Source: an optimization exercise on an open RTL-to-GDS flow (aim: small area, a short achievable clock period and few clock cycles). Production flows keep margins and buffers that such runs may drop. The RTL was checked by simulation tests, not by an equivalence proof against the original design. No activity file was given, so power comes from the tool's default toggle rates.

<file path="flow/design.v">
`timescale 1ns / 1ps
module ADD4_32(
  input [31:0] pc_before,
  output [31:0] pc_new
    );
	assign pc_new = pc_before + 4;
endmodule	
`timescale 1ns / 1ps
module ADDMulti4_32(
    input [31:0] A,
    input [31:0] B,
    output [31:0] out
    );
  assign out = A + (B << 2);
endmodule
`timescale 1ns / 1ps
module EXT(
  input [1:0]op_ext,              
  input [15:0] src_immed,         
  output [31:0] new_immed   			
    );
  assign new_immed[4:0] = (op_ext == 2'b00) ? src_immed[10:6] : src_immed[4:0];
  assign new_immed[15:5] = (op_ext == 2'b00) ? 11'b00000000000 : src_immed[15:5];
	assign new_immed[31:16] = (op_ext == 2'b10) ? (src_immed[15] ? 16'hffff : 16'h0000) : 16'h0000;
endmodule
`timescale 1ns / 1ps
module PCJUMP(
  	input [31:0] PC4,          
    input [25:0] in_addr,    
    output [31:0] out_addr    
    );
  	assign out_addr[31:28] = PC4[31:28];
    assign out_addr[27:2] = in_addr;
    assign out_addr[1:0] = 2'b00;
endmodule
`timescale 1ns / 1ps
module MUX2L_32(
	  input slc,
    input [31:0] in_0,
    input [31:0] in_1,
    output [31:0] out_0
    );
	assign out_0 = slc ? in_1 : in_0;
endmodule
`timescale 1ns / 1ps
module MUX4L_32(
  input [1:0] slc,
  input [31:0] in_0,
  input [31:0] in_1,
  input [31:0] in_2,
  input [31:0] in_3,
  output [31:0] out_0
    );
	assign out_0 = slc[0] ? (slc[1] ? in_3 : in_1) : (slc[1] ? in_2 : in_0);
endmodule
`timescale 1ns / 1ps
module MUX4L_5(
	 input [1:0] slc,
   input [4:0] in_0,
   input [4:0] in_1,
	 input [4:0] in_2,
	 input [4:0] in_3,
   output [4:0] out_0
    );
	assign out_0 = slc[0] ? (slc[1] ? in_3 : in_1) : (slc[1] ? in_2 : in_0);
endmodule
`timescale 1ns / 1ps
module ALU(
  input [3:0] op_ALU,            
  input [31:0] src_A,
  input [31:0] src_B,
    output reg zero,             
  output reg[31:0] result
    );
	always@(*)
	 begin
		case (op_ALU)
			4'b0000 :  result = src_A + src_B;
			4'b0001 :  result = src_A - src_B;
      4'b0010 :  result = ($signed(src_A) < $signed(src_B)) ? 1 : 0;    
			4'b0011 :  result = src_A >> src_B;
			4'b0100 :  result = src_A << src_B;
			4'b0101 :  result = src_A | src_B;
			4'b0110 :  result = src_A & src_B;
			4'b0111 :  result = src_A ^ src_B;
      4'b1000 :  result = src_B;											 
      4'b1001 :  result = src_A + 4;									 
      default: result = 32'd0;
		endcase
		if (result != 0)  zero = 0;
		else  zero = 1;
	 end
endmodule
`timescale 1ns / 1ps
module RF(
		input CLK,
	 	input w_RF,                   
  input [4:0] readReg_addrA,
  input [4:0] readReg_addrB,
  input [4:0] writeReg_addr,
  input [31:0] writeData,
  output [31:0] out_dataA,
  output [31:0] out_dataB
    );
 reg [31:0] register[1:31];  		 
	assign out_dataA = (readReg_addrA == 0) ? 32'd0 : register[readReg_addrA];
	assign out_dataB = (readReg_addrB == 0) ? 32'd0 : register[readReg_addrB];
  always@(posedge CLK)
	 begin
		if (w_RF && writeReg_addr != 0)  register[writeReg_addr] <= writeData;
	 end
endmodule
`timescale 1ns / 1ps
module PC(
    input CLK,
    input reset,
    input w_pc,                   
  input [31:0] in_addr,           
  output reg[31:0] out_addr       
    );
	always@(posedge CLK or posedge reset)
	 begin
		if (reset == 1)
      out_addr <= 0;
		else
		 begin
			if (w_pc)
        out_addr <= in_addr;
			else
        out_addr <= out_addr;
		 end
	 end
endmodule
`timescale 1ns / 1ps
module CU(
     input CLK,
     input reset,
  input [5:0] op_instruction,      
  input [5:0] func_instruction,    
    input zero,                    
    output reg w_pc,               
    output reg slc_ALUB,           
    output reg slc_ALUA,           
    output reg[1:0] slc_RFWriteData,   
    output reg w_RF,               
    output reg w_dataMem,          
  output reg[1:0] op_ext,          
  output reg[1:0] slc_pcSrc,       
  output reg[1:0] slc_RFWriteAddr, 
  output reg[3:0] op_ALU           
    );
    parameter [2:0]
        IF    		= 3'b000,
        ID    		= 3'b001,
        EX_MEM		= 3'b010,
        EX_NO_MEM = 3'b011,
        EX_NO_WB	=	3'b100,
        MEM_NO_WB	= 3'b101,
        MEM_WB   	= 3'b110,
        WB 				= 3'b111;
    parameter [5:0]
      add_func  = 6'b100000,
      sub_func 	= 6'b100001,
      and_func  = 6'b100100,
      or_func  	= 6'b100101,
      movn_func = 6'b001011,
      movz_func = 6'b001010,
      sll_func  = 6'b000000,
      slt_func  = 6'b101010,
      jr_func   = 6'b001000,
      addi_op   = 6'b001100,
      ori_op    = 6'b001101,
      sw_op  		= 6'b101011,
      lw_op     = 6'b100011,
      beq_op    = 6'b000100,
      j_op  		= 6'b000010,
      jal_op 		= 6'b000011;
    reg [2:0] status;
    reg [2:0] next_status;
    always@(posedge CLK or posedge reset)
     begin
        if (reset)
          status <= IF;
        else
          status <= next_status;
     end
    always@(*)
     begin
       next_status = status;
       case (status)
         IF: next_status = ID;
         ID:
           case (op_instruction)
             6'b000000: next_status = (func_instruction == jr_func) ? EX_NO_WB : EX_NO_MEM;
             sw_op, lw_op: next_status = EX_MEM;
             j_op: next_status = EX_NO_WB;
             jal_op, addi_op, beq_op, ori_op: next_status = EX_NO_MEM;
             default: next_status = ID;         
           endcase
         EX_MEM: next_status = (op_instruction == sw_op) ? MEM_NO_WB : MEM_WB;
         EX_NO_WB: next_status = IF;
         EX_NO_MEM: next_status = WB;
         MEM_NO_WB: next_status = IF;
         MEM_WB: next_status = WB;
         WB: next_status = IF;
       endcase
     end
    always@(*)
     begin
       slc_ALUA = 1;
       slc_ALUB = 1;
       op_ALU = 4'b0000;
       op_ext = 2'b10;
       slc_RFWriteData = 2'b00;
       slc_RFWriteAddr = 2'b01;
       case (op_instruction)
         6'b000000:
           begin
             slc_ALUB = 0;
             slc_RFWriteAddr = 2'b10;
             case (func_instruction)
               add_func : op_ALU = 4'b0000;
               sub_func : op_ALU = 4'b0001;
               and_func : op_ALU = 4'b0110;
               or_func  : op_ALU = 4'b0101;
               movn_func, movz_func:
                 begin
                   op_ALU = 4'b1000;
                   slc_RFWriteData = 2'b10;
                 end
               slt_func : op_ALU = 4'b0010;
               sll_func :
                 begin
                   slc_ALUB = 1;
                   op_ext = 2'b00;
                   op_ALU = 4'b0100;
                 end
               default: ;
             endcase
           end
         addi_op : op_ALU = 4'b0000;
         ori_op  :
           begin
             op_ext = 2'b01;
             op_ALU = 4'b0101;
           end
         lw_op   : slc_RFWriteData = 2'b01;
         sw_op   : ;
         beq_op  :
           begin
             slc_ALUB = 0;
             op_ALU = 4'b0001;
           end
         jal_op  :
           begin
             slc_ALUA = 0;
             op_ALU = 4'b1001;
             slc_RFWriteAddr = 2'b00;
           end
         default: ;
       endcase
     end
    always@(*)
     begin
       case (op_instruction)
         6'b000000: slc_pcSrc = (func_instruction == jr_func) ? 2'b10 : 2'b00;
         beq_op   : slc_pcSrc = zero ? 2'b01 : 2'b00;
         j_op, jal_op: slc_pcSrc = 2'b11;
         default  : slc_pcSrc = 2'b00;
       endcase
     end
    always@(*)
     begin
       w_pc = 0;
       w_RF = 0;
       w_dataMem = 0;
       case (status)
         EX_NO_WB: w_pc = 1;
         MEM_NO_WB:
           begin
             w_dataMem = 1;
             w_pc = 1;
           end
         WB:
           begin
             w_pc = 1;
             if (op_instruction == beq_op)
               w_RF = 0;
             else if (op_instruction == 6'b000000 && func_instruction == movn_func)
               w_RF = !zero;      
             else if (op_instruction == 6'b000000 && func_instruction == movz_func)
               w_RF = zero;       
             else
               w_RF = 1;
           end
         default: ;
       endcase
     end
  endmodule
`timescale 1ns / 1ps
module multicycle_CPU(
    input CLK,
    input reset,
    output [31:0] imem_addr,       
    input  [31:0] imem_rdata,      
    output [31:0] dmem_addr,       
    output [31:0] dmem_wdata,      
    output        dmem_we,         
    input  [31:0] dmem_rdata       
    );
  wire[31:0] out_data;  
  wire[31:0] out_ADDMulti4_32;
  wire[31:0] out_pcSrc;
  wire [4:0] out_RFWriteAddr;
  wire[31:0] result, out_RFWriteData;
  wire zero;
  wire w_pc, slc_ALUB, slc_ALUA, w_RF, w_dataMem;
  wire[1:0] op_ext, slc_pcSrc, slc_RFWriteAddr, slc_RFWriteData;
  wire[3:0] op_ALU;
  wire[31:0] pc_new;  
  wire[31:0] out_addr_pc;
  PC PC_case(.CLK(CLK), .reset(reset), .w_pc(w_pc), .in_addr(out_pcSrc),
             .out_addr(out_addr_pc) );
  wire[5:0] op, func;
  wire[4:0] rs, rt, rd, sa;
  assign imem_addr = out_addr_pc;
  assign {op, rs, rt, rd, sa, func} = imem_rdata;
  wire[31:0] out_dataA, out_dataB;
  RF RF_case (.CLK(CLK), .w_RF(w_RF), .readReg_addrA(rs),
              .readReg_addrB(rt),.writeReg_addr(out_RFWriteAddr),.writeData(out_RFWriteData),
              .out_dataA(out_dataA), .out_dataB(out_dataB));
  wire[31:0] new_immed;
  EXT EXT_case (.op_ext(op_ext), .src_immed({rd,sa,func}),
                .new_immed(new_immed));
  wire[31:0] out_addr;
  PCJUMP PCJUMP_case (.PC4(pc_new), .in_addr({rs,rt,rd,sa,func}),
                      .out_addr(out_addr));
  ADD4_32 ADD4_32_case (.pc_before(out_addr_pc),
                        .pc_new(pc_new));
  wire[31:0] out_slc_ALUA, out_slc_ALUB;
  MUX2L_32 MUX2L_32_ALUA (.slc(slc_ALUA), .in_0(pc_new), .in_1(out_dataA),
                          .out_0(out_slc_ALUA));
  MUX2L_32 MUX2L_32_ALUB (.slc(slc_ALUB), .in_0(out_dataB), .in_1(new_immed),
                          .out_0(out_slc_ALUB));
  MUX4L_32 MUX4L_32_RFWriteData (.slc(slc_RFWriteData), .in_0(result), .in_1(out_data),
                                 .in_2(out_dataA), .in_3(result),
                                 .out_0(out_RFWriteData));
  ALU ALU_case (.op_ALU(op_ALU), .src_A(out_slc_ALUA),
                .src_B(out_slc_ALUB),
                .zero(zero), .result(result));
  assign dmem_addr  = result;
  assign dmem_wdata = out_dataB;
  assign dmem_we    = w_dataMem;
  assign out_data   = dmem_rdata;
  ADDMulti4_32 ADDMulti4_32_case (.A(pc_new), .B(new_immed),
                                  .out(out_ADDMulti4_32));
  MUX4L_32 MUX4L_32_pcSrc (.slc(slc_pcSrc), .in_0(pc_new),
                           .in_1(out_ADDMulti4_32),
                           .in_2(out_dataA), .in_3(out_addr),
                           .out_0(out_pcSrc));
  MUX4L_5 MUX4L_5_RFWriteAddr (.slc(slc_RFWriteAddr), .in_0(5'h1F),
                               .in_1(rt), .in_2(rd),
                               .in_3(5'b00000),
                               .out_0(out_RFWriteAddr));
  CU CU_case (.CLK(CLK), .reset(reset), .op_instruction(op),
              .func_instruction(func), .zero(zero),
              .w_pc(w_pc), .slc_ALUB(slc_ALUB), .slc_ALUA(slc_ALUA),
              .slc_RFWriteData(slc_RFWriteData), .w_RF(w_RF),
              .w_dataMem(w_dataMem), .op_ext(op_ext), .slc_pcSrc(slc_pcSrc),
              .slc_RFWriteAddr(slc_RFWriteAddr), .op_ALU(op_ALU));
endmodule
</file>
<file path="flow/run.sh">
#!/bin/bash
# synth_recipe.tcl (not shown) runs the flow's synth.tcl, then flattens the netlist and writes it again
# the make line also repeats each setting of config.mk as NAME=value (left out here)
make -C /OpenROAD-flow-scripts/flow DESIGN_CONFIG=/design/flow/config.mk WORK_HOME=/design/flow/orfs CLKGATE_MAP_FILE= SYNTH_SCRIPT=/design/flow/synth_recipe.tcl finish
</file>
<file path="flow/config.mk">
export PLATFORM = sky130hd
export DESIGN_NAME = multicycle_CPU
export DESIGN_NICKNAME = multicycle_CPU
export VERILOG_FILES = /design/flow/design.v
export SDC_FILE = /design/flow/constraint.sdc
export NUM_CORES = 4
export LEC_CHECK = 0
export CAP_MARGIN = 20
export CORE_MARGIN = 2
export CORE_UTILIZATION = 40
export SLEW_MARGIN = 20
</file>
<file path="flow/constraint.sdc">
create_clock -name core_clock -period 13.0 [get_ports {CLK}]
set_input_delay 2.6000 -clock core_clock [delete_from_list [all_inputs] [get_ports {CLK}]]
set_output_delay 2.6000 -clock core_clock [all_outputs]
set_load 0.01 [all_outputs]
</file>
==> key figures, run 1 <==
Status
  – Status: no timing/DRC/antenna violations

Timing
  – Fin crit period: 12.70 ns
  – Endpoints failing hold: 0
  – Slew margin rel.: 0.189
  – Final setup skew: 0.0407 ns
  – Unrepaired setup endpoints after global routing: false
  – Final Max Slew Viols: 0
  – Hold slack: 0.576 ns
  – Final WS setup: 0.296 ns
  – Crit share post-route: 0.977
  – Max Fclk: 0.0787 GHz
  – Least-Margin Pin Slew: ~1.2 ns
  – Setup-failing EPs final: 0

Synthesis
  – Seq/Total Area, Yosys: 0.508
  – Post-synth EDFFs: 992
  – Post-synthesis mux area share: 0.208
  – Post-Synthesis Cell Area: 60,400 um2
  – Synth top area share: 0.493
  – Flops & latches, synth: between 1,000 and 1,500
  – Syn Area/Cell: 13.1 um2
  – Synth Warn #: 4
  – Synthesized Nets: between 4,000 and 5,000
  – Post-synth top cells: edfxtp_1 (992), mux4_2 (371), mux2i_1 (339)
  – Simple-gate share of the synthesized area: 0.0793
  – Post-synthesis compound-gate area fraction: 0.131
  – Main combinational cell family by area after synthesis: multiplexers
  – Post-Synth XOR/XNOR Area: 0.0113
  – Top post-synthesis cells by area: edfxtp_1 (49%), mux4_2 (14%), mux2i_1 (5.6%)
  – Fraction of registers with async set/reset: 0.0341
  – Synth Area in Adders: 0.0275
  – Cells after synthesis: 4,610
  – Synth unique cells: 93
  – Synth area leader: edfxtp_1
  – Count leader, synth: edfxtp_1
  – Synth Flop Type: edfxtp_1

Die
  – Placeable Area: 150,000 um2
  – Die Width: 393 um
  – Initial Util: 0.403
  – Die Ht: 393 um
  – I/O pins: 163
  – Row cnt: 142
  – Die area: 154,000 um2

Worst setup path
  – Crit Path Category: input pin to output port
  – Slowest stage delay, CP: 0.80 ns
  – Arrival time worst endpoint: 10.10 ns
  – Critical R2R Launch: PC_case.out_addr[2]
  – Family with the most delay on the worst path: simple AND/OR/NAND/NOR gates
  – Worst reg2reg path depth: 25
  – Crit-path cells: clkdlybuf4s50_1, or4_1, nor4_2, nand2_1, nand2b_1, a22o_1, inv_1, ha_1, nor2b_1, a211oi_1, o221a_2, nor3_1, or3_1, a311oi_1, o31a_1, xnor2_1, o2111ai_1, nor4b_1, inv_1, clkdlybuf4s50_1
  – Startpoint types: input pin
  – Crit path required time: 10.40 ns
  – Critical path peak fanout: 10
  – Buf+Inv Stages, Crit Path: 4
  – Worst Setup SP: imem_rdata[29]
  – CP Capture Type: output port
  – CP max-delay cell: or4_1
  – CP Depth: 20

Place
  – Setup WS pre-CTS: 0.354 ns
  – PortBufs: 162
  – Hpwl dp: 197 mm
  – Final Wtd Congestion: 1.07

Global route
  – First-pass GRT wire length: 373 mm
  – Overflow left after global routing: 0
  – GRT Total Usage: 0.349
  – Vias in the first global route: 45,900
  – Initial antenna violation count: 11
  – Largest net degree at the start of global routing: 96

CTS
  – Clock buffer count from CTS: 107
  – # hold bufs at CTS: 0
  – CTS tree: done
  – # Post-CTS Setup Buffers: 0
  – Worst-skew pair later-pin latency: 0.75 ns
  – CTS root buffer: clkbuf_16
  – Clock slew at reported path FFs: 0.06 ns
  – CTS max path bufs: 3
  – H-tree levels: 3
  – CTS sink count: 1,027

Layout
  – Area occupied by multi-input gates: 28,100 um2
  – Nets: approximately 5,200
  – Register area: 30,700 um2
  – Share of cells above drive strength 1: 0.234
  – Area Growth Syn to Fin: 18.1%
  – # fillers: 13,200

Drt
  – Routed Antenna Nets: 0
  – DRC viols: 0
  – Initial detailed-routing violation count: roughly 6,800
  – Via-to-Cell Ratio: 6.71
  – Via count: 47,700
  – Per-cell routed wire length: 38.3 um
  – Post-Route WL: 272 mm
  – Initial DRT Pass Iterations: 8

Min path
  – Worst min-delay path category: register to register
  – Min-delay src: CU_case.status[2]
  – Hold path depth: 1

Run
  – Maxcap violations: 0

Power
  – Pwr Density: roughly 140 nW/um2
  – Peak VDD IR: between 0.0001 and 0.00015 V
  – P_leak: 24.8 nW
## cells by family after synthesis
logic type	after synthesis
buffers and inverters	493
and+or+nand+nor	983
muxes	781
AOI/OAI and AO/OA	1116
adders and majority gates	132
DFF	1027
xor gates and xnor gates	78
## cell type report
type                            count  share of cell area
Sequential cell                  1027               0.430
Multi-Input combinational cell   3090               0.394
Timing Repair Buffer              607              0.0854
Clock buffer                      126              0.0386
Tap cell                         2016              0.0354
Clock inverter                     68             0.00839
Inverter                          157             0.00826
Antenna cell                       11            0.000386
## metal layers
| metal | global-route usage | up-vias | share of wire |
|---|---|---|---|
| met5 | 0 | - | 0.00031 |
| met4 | 0.264 | 12 | 0.088 |
| met1 | 0.429 | 24200 | 0.36 |
| met3 | 0.0854 | 769 | 0.11 |
| li1 | - | 19400 | - |
| met2 | 0.531 | 3272 | 0.44 |
## through the flow
stage / instance area (um2) / instances / util / setup TNS [ns] / total power, mW
floorplan: 60400 / 4610 / - / -249.23 / 5.64
detailed placement: 67900 / 6895 / 0.453 / 0 / 7.03
finish: 71300 / 7102 / 0.476 / 0 / 10.1
CTS: 71200 / 7089 / 0.475 / 0 / 9.99
global route: 71300 / 7092 / 0.475 / 0 / 10.4
global placement: 67900 / 6894 / 0.453 / 0 / 7.03
## flip-flops by register name, indices dropped and copies added (netlist names)
signal	flops
PC_case.out_addr	32
RF_case.register	992
CU_case.status	3
## cell usage in the layout, fill, tap and decap left out, types with 33 or more instances in the layout
master           synthesis  layout
inv_1                  154     154
edfxtp_1               992     992
xnor2_1                 54      52
o211ai_1                35      35
nand2_1                239     238
nand3_1                 78      77
nor2_1                 272     270
clkbuf_16                0     107
o221ai_1                52      52
nand2b_1                35      34
buf_4                   18     353
a221oi_1                81      81
buf_12                   0      90
a211oi_1                69      68
clkinv_1                 1      33
o21ai_0                149     141
a22oi_1                 87      87
mux2_2                  69      69
a21oi_1                235     214
ha_1                   131     131
nor3_1                  96      75
clkdlybuf4s50_1          0     152
mux4_2                 371     371
dfrtp_1                 35      35
a31oi_1                 36      35
o22ai_1                 53      53
mux2i_1                339     335
## power by group
group,internal (mW),switching (mW)
Clock,1.67,1.35
Combinational,0.999,2.02
Sequential,3.98,0.0924
Total,6.64,3.46
## path summary, 6_finish.rpt
path / end / slack [ns]
min in group asynchronous: CU_case.status[2] / 2.30
max reg2reg: RF_case.register[21][30] / 3.09
min: CU_case.status[2] / 0.58
max: dmem_addr[28] / 0.30
min reg2reg: CU_case.status[2] / 0.58
max in group asynchronous: PC_case.out_addr[16] / 10.28
## timing repair
action / CTS / global route
hold endpoints to repair: 0 / 0
gates resized for setup: 0 / 2
setup endpoints to repair: 0 / 1
Testbench counts, summed over its fixed seeds: cycles 239,311.
==> run 2: changes to the inputs <==
--- a/flow/design.v
+++ b/flow/design.v
@@ -308,64 +308,118 @@
     output        dmem_we,         
     input  [31:0] dmem_rdata       
     );
-  wire[31:0] out_data;  
-  wire[31:0] out_ADDMulti4_32;
-  wire[31:0] out_pcSrc;
-  wire [4:0] out_RFWriteAddr;
-  wire[31:0] result, out_RFWriteData;
-  wire zero;
-  wire w_pc, slc_ALUB, slc_ALUA, w_RF, w_dataMem;
-  wire[1:0] op_ext, slc_pcSrc, slc_RFWriteAddr, slc_RFWriteData;
-  wire[3:0] op_ALU;
-  wire[31:0] pc_new;  
-  wire[31:0] out_addr_pc;
-  PC PC_case(.CLK(CLK), .reset(reset), .w_pc(w_pc), .in_addr(out_pcSrc),
-             .out_addr(out_addr_pc) );
-  wire[5:0] op, func;
-  wire[4:0] rs, rt, rd, sa;
-  assign imem_addr = out_addr_pc;
-  assign {op, rs, rt, rd, sa, func} = imem_rdata;
-  wire[31:0] out_dataA, out_dataB;
-  RF RF_case (.CLK(CLK), .w_RF(w_RF), .readReg_addrA(rs),
-              .readReg_addrB(rt),.writeReg_addr(out_RFWriteAddr),.writeData(out_RFWriteData),
-              .out_dataA(out_dataA), .out_dataB(out_dataB));
-  wire[31:0] new_immed;
-  EXT EXT_case (.op_ext(op_ext), .src_immed({rd,sa,func}),
-                .new_immed(new_immed));
-  wire[31:0] out_addr;
-  PCJUMP PCJUMP_case (.PC4(pc_new), .in_addr({rs,rt,rd,sa,func}),
-                      .out_addr(out_addr));
-  ADD4_32 ADD4_32_case (.pc_before(out_addr_pc),
-                        .pc_new(pc_new));
-  wire[31:0] out_slc_ALUA, out_slc_ALUB;
-  MUX2L_32 MUX2L_32_ALUA (.slc(slc_ALUA), .in_0(pc_new), .in_1(out_dataA),
-                          .out_0(out_slc_ALUA));
-  MUX2L_32 MUX2L_32_ALUB (.slc(slc_ALUB), .in_0(out_dataB), .in_1(new_immed),
-                          .out_0(out_slc_ALUB));
-  MUX4L_32 MUX4L_32_RFWriteData (.slc(slc_RFWriteData), .in_0(result), .in_1(out_data),
-                                 .in_2(out_dataA), .in_3(result),
-                                 .out_0(out_RFWriteData));
-  ALU ALU_case (.op_ALU(op_ALU), .src_A(out_slc_ALUA),
-                .src_B(out_slc_ALUB),
-                .zero(zero), .result(result));
-  assign dmem_addr  = result;
-  assign dmem_wdata = out_dataB;
-  assign dmem_we    = w_dataMem;
-  assign out_data   = dmem_rdata;
-  ADDMulti4_32 ADDMulti4_32_case (.A(pc_new), .B(new_immed),
-                                  .out(out_ADDMulti4_32));
-  MUX4L_32 MUX4L_32_pcSrc (.slc(slc_pcSrc), .in_0(pc_new),
-                           .in_1(out_ADDMulti4_32),
-                           .in_2(out_dataA), .in_3(out_addr),
-                           .out_0(out_pcSrc));
-  MUX4L_5 MUX4L_5_RFWriteAddr (.slc(slc_RFWriteAddr), .in_0(5'h1F),
-                               .in_1(rt), .in_2(rd),
-                               .in_3(5'b00000),
-                               .out_0(out_RFWriteAddr));
-  CU CU_case (.CLK(CLK), .reset(reset), .op_instruction(op),
-              .func_instruction(func), .zero(zero),
-              .w_pc(w_pc), .slc_ALUB(slc_ALUB), .slc_ALUA(slc_ALUA),
-              .slc_RFWriteData(slc_RFWriteData), .w_RF(w_RF),
-              .w_dataMem(w_dataMem), .op_ext(op_ext), .slc_pcSrc(slc_pcSrc),
-              .slc_RFWriteAddr(slc_RFWriteAddr), .op_ALU(op_ALU));
+  localparam [5:0]
+    F_ADD = 6'b100000, F_SUB = 6'b100001, F_AND = 6'b100100, F_OR = 6'b100101,
+    F_MOVN = 6'b001011, F_MOVZ = 6'b001010, F_SLL = 6'b000000, F_SLT = 6'b101010,
+    F_JR = 6'b001000,
+    O_ADDI = 6'b001100, O_ORI = 6'b001101, O_SW = 6'b101011, O_LW = 6'b100011,
+    O_BEQ = 6'b000100, O_J = 6'b000010, O_JAL = 6'b000011;
+  reg  [31:0] pc;
+  assign imem_addr = pc;
+  wire [31:0] fi  = imem_rdata;
+  wire [31:0] pc4 = pc + 32'd4;
+  wire        f_jmp = (fi[31:27] == 5'b00001);           
+  wire [31:0] f_jtarget = {pc4[31:28], fi[25:0], 2'b00};
+  reg         xv;         
+  reg  [31:0] ir;
+  reg  [31:0] xpc4;       
+  reg  [31:0] mres;       
+  reg  [31:0] mwd;        
+  reg  [4:0]  mdst;
+  reg         mwe;        
+  reg         mload;
+  reg         mst;
+  wire [5:0] op   = ir[31:26];
+  wire [4:0] rs   = ir[25:21];
+  wire [4:0] rt   = ir[20:16];
+  wire [4:0] rd   = ir[15:11];
+  wire [4:0] sa   = ir[10:6];
+  wire [5:0] func = ir[5:0];
+  wire [15:0] imm = ir[15:0];
+  wire is_r   = (op == 6'd0);
+  wire x_add  = is_r & (func == F_ADD);
+  wire x_sub  = is_r & (func == F_SUB);
+  wire x_and  = is_r & (func == F_AND);
+  wire x_or   = is_r & (func == F_OR);
+  wire x_slt  = is_r & (func == F_SLT);
+  wire x_sll  = is_r & (func == F_SLL);
+  wire x_movn = is_r & (func == F_MOVN);
+  wire x_movz = is_r & (func == F_MOVZ);
+  wire x_jr   = is_r & (func == F_JR);
+  wire x_addi = (op == O_ADDI);
+  wire x_ori  = (op == O_ORI);
+  wire x_lw   = (op == O_LW);
+  wire x_sw   = (op == O_SW);
+  wire x_beq  = (op == O_BEQ);
+  wire x_jal  = (op == O_JAL);
+  reg [31:0] rf [1:31];
+  wire [31:0] rf_a = (rs == 5'd0) ? 32'd0 : rf[rs];
+  wire [31:0] rf_b = (rt == 5'd0) ? 32'd0 : rf[rt];
+  wire fwd_a = mwe & (mdst == rs);
+  wire fwd_b = mwe & (mdst == rt);
+  wire [31:0] va = fwd_a ? mres : rf_a;
+  wire [31:0] vb = fwd_b ? mres : rf_b;
+  wire use_rs = ~(op == O_J | op == O_JAL);
+  wire use_rt = is_r | x_sw | x_beq;
+  wire stall  = xv & mload & ((use_rs & fwd_a) | (use_rt & fwd_b));
+  wire [31:0] imm_ext = {{16{imm[15] & ~x_ori}}, imm};
+  wire [31:0] opb  = is_r ? vb : imm_ext;
+  wire        dosub = x_sub | x_slt;
+  wire [31:0] sum  = va + (dosub ? ~opb : opb) + {31'd0, dosub};
+  wire        lt   = (va[31] ^ vb[31]) ? va[31] : sum[31];
+  wire [31:0] badd = xpc4 + (x_jal ? 32'd4 : {{14{imm[15]}}, imm, 2'b00});
+  wire        b_zero = (vb == 32'd0);
+  wire        eq   = (va == vb);
+  reg [31:0] res;
+  always @(*) begin
+    if (x_and)                res = va & vb;
+    else if (x_or | x_ori)    res = va | opb;
+    else if (x_slt)           res = {31'd0, lt};
+    else if (x_sll)           res = va << sa;
+    else if (x_movn | x_movz) res = va;
+    else if (x_jal)           res = badd;
+    else                      res = sum;
+  end
+  wire x_wr = x_add | x_sub | x_and | x_or | x_slt | x_sll |
+              (x_movn & ~b_zero) | (x_movz & b_zero) |
+              x_addi | x_ori | x_lw | x_jal;
+  wire [4:0] x_dst = x_jal ? 5'd31 : (is_r ? rd : rt);
+  wire go       = xv & ~stall;
+  wire redirect = go & ((x_beq & eq) | x_jr);
+  wire [31:0] x_target = x_jr ? va : badd;
+  always @(posedge CLK or posedge reset) begin
+    if (reset) begin
+      pc    <= 32'd0;
+      xv    <= 1'b0;
+      mwe   <= 1'b0;
+      mload <= 1'b0;
+      mst   <= 1'b0;
+    end else begin
+      if (redirect) begin
+        pc <= x_target;
+        xv <= 1'b0;
+      end else if (!stall) begin
+        pc <= f_jmp ? f_jtarget : pc4;
+        xv <= 1'b1;
+      end
+      mwe   <= go & x_wr & (x_dst != 5'd0);
+      mload <= go & x_lw;
+      mst   <= go & x_sw;
+    end
+  end
+  always @(posedge CLK) begin
+    if (!stall) begin
+      ir   <= fi;
+      xpc4 <= pc4;
+    end
+    mres <= res;
+    mwd  <= vb;
+    mdst <= x_dst;
+  end
+  assign dmem_addr  = mres;
+  assign dmem_wdata = mwd;
+  assign dmem_we    = mst;
+  always @(posedge CLK) begin
+    if (mwe) rf[mdst] <= mload ? dmem_rdata : mres;
+  end
 endmodule
--- a/flow/config.mk
+++ b/flow/config.mk
@@ -5,7 +5,9 @@
 export SDC_FILE = /design/flow/constraint.sdc
 export NUM_CORES = 4
 export LEC_CHECK = 0
+export ABC_CLOCK_PERIOD_IN_PS = 4000
 export CAP_MARGIN = 20
 export CORE_MARGIN = 2
-export CORE_UTILIZATION = 40
+export CORE_UTILIZATION = 65
+export SETUP_SLACK_MARGIN = 5
 export SLEW_MARGIN = 20
==> key figures, run 2 <==
Status
  – Status: no timing/DRC/antenna violations (unchanged)

Synthesis
  – Post-synth top cells: edfxtp_1 (1,056), mux4_2 (480), nor2_1 (266) (was edfxtp_1 (992), mux4_2 (371), mux2i_1 (339))
  – Synth Warn #: 1 (was 4)
  – Synth top area share: 0.517 (was 0.493)
  – Synth unique cells: 99 (was 93)
  – Synth Flop Type: edfxtp_1 (unchanged)
  – Seq/Total Area, Yosys: 0.558 (was 0.508)
  – Synthesized Nets: 4,274 (was 4,808)
  – Syn Area/Cell: 14.9 um2 (was 13.1 um2)
  – Cells after synthesis: 4,114 (was 4,610)
  – Post-Synthesis Cell Area: 61,300 um2 (was 60,400 um2)
  – Post-synth EDFFs: 1,056 (was 992)
  – Top post-synthesis cells by area: edfxtp_1 (52%), mux4_2 (18%), mux2i_1 (2.9%) (was edfxtp_1 (49%), mux4_2 (14%), mux2i_1 (5.6%))
  – Fraction of registers with async set/reset: 0.0307 (was 0.0341)
  – Synth area leader: edfxtp_1 (unchanged)
  – Count leader, synth: edfxtp_1 (unchanged)
  – Flops & latches, synth: 1,171 (was 1,027)

Layout
  – Area Growth Syn to Fin: 11.2% (was 18.1%)
  – Register area: 34,200 um2 (was 30,700 um2)
  – Most frequent cells in the layout: edfxtp_1 (1,056), mux4_2 (480), nand2_1 (264) (was edfxtp_1 (992), mux4_2 (371), buf_4 (353))
  – Most common cell after layout, fill and taps aside: edfxtp_1 (unchanged)
  – # fillers: 5,384 (was 13,200)
  – Area occupied by multi-input gates: 25,600 um2 (was 28,100 um2)
  – Most flops, register: rf (was RF_case.register)
  – Nets: 4,403 (was 5,188)
  – Share of cells above drive strength 1: 0.219 (was 0.234)
  – Fin area: 68,200 um2 (was 71,300 um2)
  – Number of flip-flops in the largest register: 992 (unchanged)

Worst setup path
  – Critical path's most frequent cell: buf_4
  – Crit Path Category: register to register (was input pin to output port)
  – Arrival time worst endpoint: 8.39 ns (was 10.10 ns)
  – Worst reg2reg path depth: 17 (was 25)
  – Crit path required time: 13.67 ns (was 10.40 ns)
  – Reg-to-reg slack, setup: 5.28 ns (was 3.09 ns)
  – CP Capture Type: register (was output port)
  – Startpoint types: register (was input pin)
  – Reg2Reg Capture Point: pc[29] (was RF_case.register[21][30])
  – Crit-path cells: buf_4, buf_4, mux4_2, o22ai_1, or3_1, o221a_2, inv_1, ha_1, nor4_1, nand4_1, o31ai_1, nor2b_2, buf_4, inv_1, nand2_1, o22ai_1, a31oi_1 (was clkdlybuf4s50_1, or4_1, nor4_2, nand2_1, nand2b_1, a22o_1, inv_1, ha_1, nor2b_1, a211oi_1, o221a_2, nor3_1, or3_1, a311oi_1, o31a_1, xnor2_1, o2111ai_1, nor4b_1, inv_1, clkdlybuf4s50_1)
  – CP max-delay cell: buf_4 (was or4_1)
  – Slowest stage delay, CP: 0.77 ns (was 0.80 ns)
  – Critical path peak fanout: 39 (was 10)

Timing
  – Unrepaired setup endpoints after global routing: false (unchanged)
  – Final WS setup: 5.28 ns (was 0.296 ns)
  – Endpoints failing hold: 0 (unchanged)
  – Final setup skew: 0.0414 ns (was 0.0407 ns)
  – Setup-failing EPs final: 0 (unchanged)
  – Least-Margin Pin Slew: 1.29 ns (was 1.20 ns)
  – Max Fclk: 0.129 GHz (was 0.0787 GHz)
  – Fin crit period: 7.72 ns (was 12.70 ns)
  – Slew margin rel.: 0.135 (was 0.189)
  – Crit share post-route: 0.594 (was 0.977)
  – Final Max Slew Viols: 0 (unchanged)
  – Setup_tns: 0 ns (unchanged)

CTS
  – H-tree levels: 3 (unchanged)
  – Clock buffer count from CTS: 115 (was 107)
  – Worst-skew pair later-pin latency: 0.75 ns (about the same)
  – CTS tree: done (unchanged)
  – # hold bufs at CTS: 0 (unchanged)
  – CTS root buffer: clkbuf_16 (unchanged)
  – Clock slew at reported path FFs: 0.06 ns (about the same)
  – CTS sink count: 1,171 (was 1,027)
  – CTS max path bufs: 3 (unchanged)

Global route
  – Initial antenna violation count: 22 (was 11)
  – Largest net degree at the start of global routing: 134 (was 96)
  – Overflow left after global routing: 0 (unchanged)
  – Vias in the first global route: 46,300 (was 45,900)
  – GRT Total Usage: 0.515 (was 0.349)
  – First-pass GRT wire length: 348 mm (was 373 mm)

Drt
  – Routed Antenna Nets: 0 (unchanged)
  – DRC viols: 0 (unchanged)
  – Initial DRT Pass Iterations: 12 (was 8)
  – Per-cell routed wire length: 44.6 um (was 38.3 um)
  – Via count: 47,000 (was 47,700)
  – Initial detailed-routing violation count: 9,312 (was 6,751)
  – Via-to-Cell Ratio: 8.39 (was 6.71)
  – Post-Route WL: 250 mm (was 272 mm)

Min path
  – Worst min-delay path category: register to register (unchanged)
  – Min-delay src: ir[25] (was CU_case.status[2])
  – Hold path depth: 2 (was 1)

Place
  – Placed inst area: 64,300 um2 (was 67,900 um2)
  – Setup WS pre-CTS: 5.50 ns (was 0.354 ns)
  – Hpwl dp: 143 mm (was 197 mm)
  – Final Wtd Congestion: 1.07 (about the same)
  – PortBufs: 162 (unchanged)

Power
  – Peak VDD IR: 0.000258 V (was 0.000108 V)
  – P_leak: 23.1 nW (was 24.8 nW)
  – Pwr Density: 154 nW/um2 (was 142 nW/um2)
  – PnR Total Power: 10.5 mW (was 10.1 mW)

Die
  – Row cnt: 112 (was 142)
  – Die Ht: 311 um (was 393 um)
  – Die area: 96,800 um2 (was 154,000 um2)
  – Initial Util: 0.656 (was 0.403)
  – I/O pins: 163 (unchanged)
  – Die Width: 311 um (was 393 um)
  – Placeable Area: 93,500 um2 (was 150,000 um2)

Run
  – Maxcap violations: 0 (unchanged)
==> run 2: cell types whose count changed in the layout (fill, tap and decap cells not counted), moves of 36 or more <==
cell	delta
buf_4	-223
mux2i_1	-156
mux4_2	+109
inv_1	-96
buf_12	-85
dfxtp_1	+69
a221oi_1	-66
edfxtp_1	+64
a22oi_1	-61
nor3_1	-43
ha_1	-39
o221ai_1	-38
nor2_1	-36
==> run 2: logic make-up (layout without fill, tap and decap cells) <==
logic type,after synthesis,in the layout,synth area share
adders and majority gates,94,94,0.0194
AOI/OAI and AO/OA,809,809,0.0891
buffers and inverters,348,580,0.0298
muxes,732,732,0.224
xor gates and xnor gates,122,122,0.0174
DFF,1171,1171,0.558
and+or+nand+nor,838,838,0.0630
other,0,8,0
==> run 2: what timing repair did <==
| item | in CTS | in global routing |
|---|---|---|
| buffers inserted | 0 | 1 |
| setup endpoints to repair | 0 | 13 |
| resized for setup | 0 | 3 |
==> run 2: power by group <==
group	total, mW	internal (mW)	leakage, nW	switching [mW]
Sequential	4.84	4.57	10.7	0.272
Clock	3.44	1.87	1.83	1.56
Combinational	2.21	0.775	10.6	1.43
Total	10.5	7.22	23.1	3.27
==> run 2: worst max-delay path by stage <==
| stage | start | end | slack, ns | cells after the start |
|---|---|---|---|---|
| 2_1_floorplan | register | mres[26] | 7.64 | 22 |
| 3_3_place_gp | register | pc[29] | 5.56 | 16 |
| 3_5_place_dp | register | mres[22] | 5.50 | 20 |
| 4_1_cts | register | mres[22] | 5.36 | 20 |
| 5_1_grt | register | pc[29] | 5.11 | 17 |
| 6_report | register | pc[29] | 5.28 | 17 |
==> run 2: final cells by class <==
class                   instances  share of cell area
diodes                          8            0.000294
clock buffers                 148              0.0455
inverters                      61             0.00338
clock inverters                72             0.00986
well taps                    1254              0.0230
repair buffers                299              0.0399
multi-input cells            2595               0.376
flip-flops and latches       1171               0.502
==> run 2: through the flow <==
step	hold slack [ns]	std cells	utilization
final	0.544	5608	0.729
after detailed placement	0.522	5378	0.688
after CTS	0.541	5598	0.729
after global routing	0.565	5601	0.729
after global placement	0.535	5377	0.688
after floorplan	0.447	4114	-
==> run 2: layer usage <==
| metal | part of all wire | global-route usage |
|---|---|---|
| met1 | 0.29 | 0.599 |
| met3 | 0.17 | 0.219 |
| met2 | 0.43 | 0.741 |
| met5 | 0.00074 | 0.00395 |
| met4 | 0.11 | 0.432 |
==> run 2: worst max-delay path: cells and delay by family, from the launching register on <==
kind | cells | cell delay [ns]
fa+ha+maj | 1 | 0.36
simple gates | 5 | 1.91
flops | 1 | 0.71
mux | 1 | 0.62
compound gates | 5 | 1.36
buf+inv | 5 | 2.59
Testbench counts of run 2, summed over its fixed seeds: cycles 65,633.
==> run 3: changes to the inputs <==
--- a/flow/config.mk
+++ b/flow/config.mk
@@ -8,6 +8,6 @@
 export ABC_CLOCK_PERIOD_IN_PS = 4000
 export CAP_MARGIN = 20
 export CORE_MARGIN = 2
-export CORE_UTILIZATION = 65
+export CORE_UTILIZATION = 40
 export SETUP_SLACK_MARGIN = 5
 export SLEW_MARGIN = 20
==> key figures, run 3 <==
Layout
  – Number of flip-flops in the largest register: 992 (unchanged)
  – Fin util: 0.456 (was 0.729)
  – Area Growth Syn to Fin: 13.2% (was 11.2%)
  – Non-Filler Instances: 6,396 (was 5,608)
  – Most flops, register: rf (unchanged)
  – Most common cell after layout, fill and taps aside: edfxtp_1 (unchanged)
  – Share of cells above drive strength 1: 0.220 (was 0.219)
  – Most frequent cells in the layout: edfxtp_1 (1,056), mux4_2 (480), nand2_1 (264) (unchanged)
  – Nets: 4,421 (was 4,403)
  – Fin area: 69,400 um2 (was 68,200 um2)

CTS
  – CTS sink count: 1,171 (unchanged)
  – CTS tree: done (unchanged)
  – Clock slew at reported path FFs: 0.06 ns (about the same)
  – # Post-CTS Setup Buffers: 0 (unchanged)
  – Clock buffer count from CTS: 133 (was 115)
  – CTS root buffer: clkbuf_16 (unchanged)
  – # hold bufs at CTS: 0 (unchanged)
  – CTS max path bufs: 3 (unchanged)
  – Worst-skew pair later-pin latency: 0.78 ns (was 0.75 ns)
  – H-tree levels: 4 (was 3)
  – Resize count post-CTS: 0 (unchanged)

Synthesis
  – Synth Area in Adders: 0.0194 (unchanged)
  – Seq/Total Area, Yosys: 0.558 (unchanged)
  – Syn Area/Cell: 14.9 um2 (unchanged)
  – Simple-gate share of the synthesized area: 0.0630 (unchanged)
  – Synth area leader: edfxtp_1 (unchanged)
  – Synth Flop Type: edfxtp_1 (unchanged)
  – Fraction of registers with async set/reset: 0.0307 (unchanged)
  – Post-synthesis mux area share: 0.224 (unchanged)
  – Synthesized Nets: 4,274 (unchanged)
  – Flops & latches, synth: 1,171 (unchanged)
  – Count leader, synth: edfxtp_1 (unchanged)
  – Post-synth top cells: edfxtp_1 (1,056), mux4_2 (480), nor2_1 (266) (unchanged)
  – Cells after synthesis: 4,114 (unchanged)
  – Main combinational cell family by area after synthesis: multiplexers (unchanged)
  – Synth Warn #: 1 (unchanged)
  – Post-Synth XOR/XNOR Area: 0.0174 (unchanged)
  – Post-synth EDFFs: 1,056 (unchanged)
  – Post-Synthesis Cell Area: 61,300 um2 (unchanged)
  – Top post-synthesis cells by area: edfxtp_1 (52%), mux4_2 (18%), mux2i_1 (2.9%) (unchanged)
  – Post-synthesis compound-gate area fraction: 0.0891 (unchanged)
  – Synth top area share: 0.517 (unchanged)
  – Synth unique cells: 99 (unchanged)

Die
  – Row cnt: 143 (was 112)
  – Initial Util: 0.403 (was 0.656)
  – Die Ht: 396 um (was 311 um)
  – Placeable Area: 152,000 um2 (was 93,500 um2)
  – Die Width: 396 um (was 311 um)
  – Die area: 156,000 um2 (was 96,800 um2)
  – I/O pins: 163 (unchanged)

Worst setup path
  – Startpoint types: register (unchanged)
  – Worst reg2reg path depth: 16 (was 17)
  – Crit Path Category: register to register (unchanged)
  – Crit path required time: 13.67 ns (about the same)
  – CP Capture Type: register (unchanged)
  – Reg-to-reg slack, setup: 5.26 ns (was 5.28 ns)
  – Reg2Reg Capture Point: pc[29] (unchanged)
  – Arrival time worst endpoint: 8.42 ns (was 8.39 ns)
  – Critical path peak fanout: 55 (was 39)

Timing
  – Final WS setup: 5.26 ns (was 5.28 ns)
  – Setup-failing EPs final: 0 (unchanged)
  – Final setup skew: 0.0369 ns (was 0.0414 ns)
  – Hold slack: 0.549 ns (was 0.544 ns)
  – Final Max Slew Viols: 0 (unchanged)
  – Unrepaired setup endpoints after global routing: false (unchanged)
  – Fin crit period: 7.74 ns (was 7.72 ns)
  – Crit share post-route: 0.596 (was 0.594)
  – Least-Margin Pin Slew: 1.26 ns (was 1.29 ns)
  – Setup_tns: 0 ns (unchanged)
  – Endpoints failing hold: 0 (unchanged)
  – Max Fclk: 0.129 GHz (about the same)
  – Slew margin rel.: 0.148 (was 0.135)

Power
  – Sw Share: 0.302 (was 0.312)
  – PnR Total Power: 10.6 mW (was 10.5 mW)
  – Comb pwr share: 0.198 (was 0.211)
  – NetSw: 3.20 mW (was 3.27 mW)
  – Peak VDD IR: 0.000121 V (was 0.000258 V)
  – Pwr Density: 153 nW/um2 (was 154 nW/um2)
  – Reg power frac: 0.460 (was 0.462)
  – Internal power: 7.40 mW (was 7.22 mW)
  – Clock power frac: 0.341 (was 0.328)
  – P_leak: 23.3 nW (was 23.1 nW)

Global route
  – Initial antenna violation count: 13 (was 22)
  – Vias in the first global route: 41,400 (was 46,300)
  – Overflow left after global routing: 0 (unchanged)
  – GRT Total Usage: 0.285 (was 0.515)
  – First-pass GRT wire length: 316 mm (was 348 mm)
  – Largest net degree at the start of global routing: 100 (was 134)

Drt
  – Per-cell routed wire length: 35.4 um (was 44.6 um)
  – Met2 WL: 103 mm (was 107 mm)
  – Initial DRT Pass Iterations: 6 (was 12)
  – Via count: 42,600 (was 47,000)
  – Post-Route WL: 227 mm (was 250 mm)
  – Metal-1 WL: 85.3 mm (was 73.2 mm)
  – Wire length on met3: 24.4 mm (was 42.2 mm)
  – DRC viols: 0 (unchanged)
  – Via-to-Cell Ratio: 6.66 (was 8.39)
  – Routed Antenna Nets: 0 (unchanged)
  – Max Used Layer: met5 (unchanged)
  – Initial detailed-routing violation count: 5,886 (was 9,312)

Min path
  – Min-delay src: ir[22] (was ir[25])
  – Worst min-delay path category: register to register (unchanged)
  – Hold path depth: 2 (unchanged)

Place
  – Placed inst area: 65,300 um2 (was 64,300 um2)
  – Placed cell count: 6,155 (was 5,378)
  – Setup WS pre-CTS: 5.55 ns (was 5.50 ns)
  – Hpwl dp: 143 mm (about the same)
  – Final Wtd Congestion: 1.06 (was 1.07)
  – PortBufs: 162 (unchanged)

Status
  – Status: no timing/DRC/antenna violations (unchanged)

Run
  – Maxcap violations: 0 (unchanged)
-- run 3: area by class of cell --
| class | instances | area [um2] |
|---|---|---|
| Clock buffer | 175 | 3670 |
| Sequential cell | 1171 | 34200 |
| Tap cell | 2030 | 2540 |
| Clock inverter | 61 | 447 |
| Fill cell | 13400 | 82700 |
| Inverter | 61 | 230 |
| Antenna cell | 4 | 10.0 |
| Timing Repair Buffer | 299 | 2700 |
| Multi-Input combinational cell | 2595 | 25600 |
-- run 3: how the worst max path moves through the flow --
stage	from	end	slack (ns)
6_report	register	pc[29]	5.26
5_1_grt	register	pc[29]	5.08
4_1_cts	register	pc[29]	5.54
3_5_place_dp	register	pc[29]	5.55
3_3_place_gp	register	pc[29]	5.48
2_1_floorplan	register	mres[26]	7.64
-- run 3: logic make-up after synthesis --
logic type,Yosys count
mux,732
fa+ha+maj,94
compound gates,809
flops,1171
xor+xnor,122
buf+inv,348
simple gates,838
-- run 3: metal layers --
layer / up-vias / track usage
met5: - / 0
met4: 10 / 0.148
met3: 577 / 0.0658
met2: 2832 / 0.438
met1: 22100 / 0.379
li1: 17100 / -
-- run 3: power by group through the flow --
stage	registers [mW]	logic, mW	clock network (mW)
6_report	4.88	2.10	3.62
3_3_place_gp	4.94	2.04	0
4_1_cts	4.86	2.06	3.65
3_5_place_dp	4.94	2.05	0
2_1_floorplan	4.77	1.23	0
5_1_grt	4.88	2.23	3.80
-- run 3: worst max-delay path: stages (launching register included) --
cell       delay [ns]
dfxtp_4          0.72
buf_4            0.74
nand2_1          0.79
o221ai_1         0.71
a2111oi_0        0.27
a21oi_1          0.79
inv_1            0.19
ha_1             0.38
nor4b_1          0.52
nand4_1          0.15
o31ai_1          0.34
nor2b_2          0.21
buf_4            0.35
inv_1            0.55
nand2_1          0.53
o22ai_1          0.14
a31oi_1          0.17
==> run 4: changes to the inputs <==
--- a/flow/config.mk
+++ b/flow/config.mk
@@ -5,9 +5,7 @@
 export SDC_FILE = /design/flow/constraint.sdc
 export NUM_CORES = 4
 export LEC_CHECK = 0
-export ABC_CLOCK_PERIOD_IN_PS = 4000
 export CAP_MARGIN = 20
 export CORE_MARGIN = 2
 export CORE_UTILIZATION = 40
-export SETUP_SLACK_MARGIN = 5
 export SLEW_MARGIN = 20
==> key figures, run 4 <==
Worst setup path
  – Family with the most delay on the worst path: compound AO/OA/AOI/OAI gates (unchanged)
  – Arrival time worst endpoint: 8.42 ns (about the same)
  – Critical path peak fanout: 55 (unchanged)
  – CP max-delay cell: nand2_1 (unchanged)
  – Reg2Reg Capture Point: pc[29] (unchanged)
  – Worst reg2reg path depth: 16 (unchanged)
  – Crit path required time: 13.67 ns (about the same)
  – CP Capture Type: register (unchanged)
  – Crit Path Category: register to register (unchanged)
  – Reg-to-reg slack, setup: 5.26 ns (about the same)
  – Buf+Inv Stages, Crit Path: 4 (unchanged)
  – Startpoint types: register (unchanged)
  – Crit-path cells: buf_4, nand2_1, o221ai_1, a2111oi_0, a21oi_1, inv_1, ha_1, nor4b_1, nand4_1, o31ai_1, nor2b_2, buf_4, inv_1, nand2_1, o22ai_1, a31oi_1 (unchanged)
  – Slowest stage delay, CP: 0.79 ns (about the same)

Run
  – Maxcap violations: 0 (unchanged)

Synthesis
  – Post-Synthesis Cell Area: 61,300 um2 (unchanged)
  – Synth Flop Type: edfxtp_1 (unchanged)
  – Synthesized Nets: 4,274 (unchanged)
  – Post-synth EDFFs: 1,056 (unchanged)
  – Synth area leader: edfxtp_1 (unchanged)
  – Synth top area share: 0.517 (unchanged)
  – Syn Area/Cell: 14.9 um2 (unchanged)
  – Synth unique cells: 99 (unchanged)
  – Cells after synthesis: 4,114 (unchanged)
  – Top post-synthesis cells by area: edfxtp_1 (52%), mux4_2 (18%), mux2i_1 (2.9%) (unchanged)
  – Seq/Total Area, Yosys: 0.558 (unchanged)
  – Fraction of registers with async set/reset: 0.0307 (unchanged)
  – Count leader, synth: edfxtp_1 (unchanged)
  – Synth Warn #: 1 (unchanged)
  – Post-synth top cells: edfxtp_1 (1,056), mux4_2 (480), nor2_1 (266) (unchanged)
  – Flops & latches, synth: 1,171 (unchanged)

CTS
  – H-tree levels: 4 (unchanged)
  – Worst-skew pair later-pin latency: 0.78 ns (about the same)
  – Clock buffer count from CTS: 133 (unchanged)
  – CTS tree: done (unchanged)
  – Clock slew at reported path FFs: 0.06 ns (about the same)
  – CTS root buffer: clkbuf_16 (unchanged)
  – # hold bufs at CTS: 0 (unchanged)
  – # Post-CTS Setup Buffers: 0 (unchanged)
  – CTS max path bufs: 3 (unchanged)
  – CTS sink count: 1,171 (unchanged)
  – Resize count post-CTS: 0 (unchanged)

Timing
  – Setup_tns: 0 ns (unchanged)
  – Crit share post-route: 0.596 (unchanged)
  – Final setup skew: 0.0369 ns (unchanged)
  – Endpoints failing hold: 0 (unchanged)
  – Unrepaired setup endpoints after global routing: false (unchanged)
  – Slew margin rel.: 0.148 (unchanged)
  – Least-Margin Pin Slew: 1.26 ns (unchanged)
  – Setup-failing EPs final: 0 (unchanged)
  – Final WS setup: 5.26 ns (unchanged)
  – Fin crit period: 7.74 ns (unchanged)
  – Final Max Slew Viols: 0 (unchanged)
  – Max Fclk: 0.129 GHz (unchanged)

Die
  – Die Width: 396 um (unchanged)
  – Row cnt: 143 (unchanged)
  – Die Ht: 396 um (unchanged)
  – Placeable Area: 152,000 um2 (unchanged)
  – Initial Util: 0.403 (unchanged)
  – I/O pins: 163 (unchanged)
  – Die area: 156,000 um2 (unchanged)

Layout
  – Fin util: 0.456 (unchanged)
  – Register area: 34,200 um2 (unchanged)
  – Most common cell after layout, fill and taps aside: edfxtp_1 (unchanged)
  – # fillers: 13,400 (unchanged)
  – Nets: 4,421 (unchanged)
  – Most flops, register: rf (unchanged)
  – Fin area: 69,400 um2 (unchanged)
  – Non-Filler Instances: 6,396 (unchanged)
  – Share of cells above drive strength 1: 0.220 (unchanged)
  – Most frequent cells in the layout: edfxtp_1 (1,056), mux4_2 (480), nand2_1 (264) (unchanged)
  – Area Growth Syn to Fin: 13.2% (unchanged)
  – Area occupied by multi-input gates: 25,600 um2 (unchanged)
  – Number of flip-flops in the largest register: 992 (unchanged)

Power
  – P_leak: 23.3 nW (unchanged)
  – Pwr Density: 153 nW/um2 (unchanged)
  – Peak VDD IR: 0.000121 V (unchanged)

Min path
  – Hold path depth: 2 (unchanged)
  – Min-delay src: ir[22] (unchanged)
  – Worst min-delay path category: register to register (unchanged)

Drt
  – Routed Antenna Nets: 0 (unchanged)
  – Initial DRT Pass Iterations: 6 (unchanged)
  – Per-cell routed wire length: 35.4 um (unchanged)
  – Via-to-Cell Ratio: 6.66 (unchanged)
  – Initial detailed-routing violation count: 5,886 (unchanged)
  – Post-Route WL: 227 mm (unchanged)
  – Via count: 42,600 (unchanged)
  – DRC viols: 0 (unchanged)

Place
  – Placed inst area: 65,300 um2 (unchanged)
  – Final Wtd Congestion: 1.06 (unchanged)
  – Setup WS pre-CTS: 5.55 ns (unchanged)
  – Hpwl dp: 143 mm (unchanged)
  – PortBufs: 162 (unchanged)
  – Placed cell count: 6,155 (unchanged)

Global route
  – GRT Total Usage: 0.285 (unchanged)
  – Largest net degree at the start of global routing: 100 (unchanged)
  – Initial antenna violation count: 13 (unchanged)
  – Overflow left after global routing: 0 (unchanged)
  – First-pass GRT wire length: 316 mm (unchanged)
  – Vias in the first global route: 41,400 (unchanged)

Status
  – Status: no timing/DRC/antenna violations (unchanged)
[run 4: cell counts in the layout (fill, tap and decap cells not counted)]
No cell type changed its count.
[run 4: where the power goes]
group / switching [mW] / leakage [nW] / total [mW] / internal, mW
clock network: 1.57 / 2.03 / 3.62 / 2.05
logic: 1.33 / 10.6 / 2.10 / 0.771
registers: 0.308 / 10.7 / 4.88 / 4.57
[run 4: worst max-delay path by stage]
stage                        start  cells after the start  slack (ns)        to
after floorplan           register                     22        7.64  mres[26]
after global placement    register                     16        5.48    pc[29]
after detailed placement  register                     16        5.55    pc[29]
after CTS                 register                     16        5.54    pc[29]
after global routing      register                     16        5.08    pc[29]
final                     register                     16        5.26    pc[29]
[run 4: area by class of cell]
| cell class | count | area share |
|---|---|---|
| antenna | 4 | 0.000144 |
| clock inverter | 61 | 0.00643 |
| inverter | 61 | 0.00332 |
| tap | 2030 | 0.0366 |
| clock buffer | 175 | 0.0529 |
| sequential | 1171 | 0.493 |
| multi-input combinational | 2595 | 0.369 |
| timing repair buffer | 299 | 0.0389 |
[run 4: worst register-to-register path, cell delays in order (launching register included)]
cell,delay [ns]
dfxtp_4,0.72
buf_4,0.77
nand2_1,0.86
o221ai_1,0.71
a2111oi_0,0.27
a21oi_1,0.79
inv_1,0.19
ha_1,0.38
nor4b_1,0.52
nand4_1,0.15
o31ai_1,0.34
nor2b_2,0.21
buf_4,0.35
inv_1,0.56
nand2_1,0.54
o22ai_1,0.15
a31oi_1,0.17
[run 4: metrics by stage]
| stage | hold WS (ns) | total power, mW |
|---|---|---|
| 2_1_floorplan | 0.447 | 6.00 |
| 3_3_place_gp | 0.528 | 6.98 |
| 3_5_place_dp | 0.534 | 6.99 |
| 4_1_cts | 0.550 | 10.6 |
| 5_1_grt | 0.586 | 10.9 |
| 6_report | 0.549 | 10.6 |
[run 4: cells by family (layout without fill, tap and decap cells)]
kind of cell,count (synthesis),count (layout),synth area share
buf+inv,348,596,0.0298
simple gates,838,838,0.0630
compound gates,809,809,0.0891
flops,1171,1171,0.558
mux,732,732,0.224
xor+xnor,122,122,0.0174
other cells,0,4,0
fa+ha+maj,94,94,0.0194
[run 4: routing by layer]
layer | up-vias | share of wire | track usage
met1 | 22100 | 0.38 | 0.379
met5 | - | 0.00037 | 0
li1 | 17100 | - | -
met4 | 10 | 0.060 | 0.148
met2 | 2832 | 0.46 | 0.438
met3 | 577 | 0.11 | 0.0658

[afterwards: timing with drivers on the ports]
The flow's constraints put no driver on any port. The routed layouts listed below were extracted and timed again, unchanged, in two steps.
Step 1 sets driving cells, clkbuf_16 on the clock port and buf_2 on the other inputs (assumed; they add their load-dependent delay and slew).
Step 2, shift: input delay + t, output delay - t, t = (earliest + latest rising clock arrival at the registers) / 2. This alone moves slack from input paths to output paths.
Three values: no drivers, after step 1, after step 2; two values: the first two.
run	t (ns)	setup WS [ns]	clock arrival spread, ns
run 1	0.809	0.296 / 0.217 / 0.217	0.041 / 0.041
run 2	0.801	5.276 / 5.276 / 5.276	0.042 / 0.042
run 3	0.839	5.257 / 5.257 / 5.257	0.037 / 0.037
run 4	0.839	5.257 / 5.257 / 5.257	0.037 / 0.037
After both steps setup and hold are still met in every run listed. The setup slack of run 1, which loses most, moves by -0.079 ns with the drivers and by -0.079 ns with both steps.
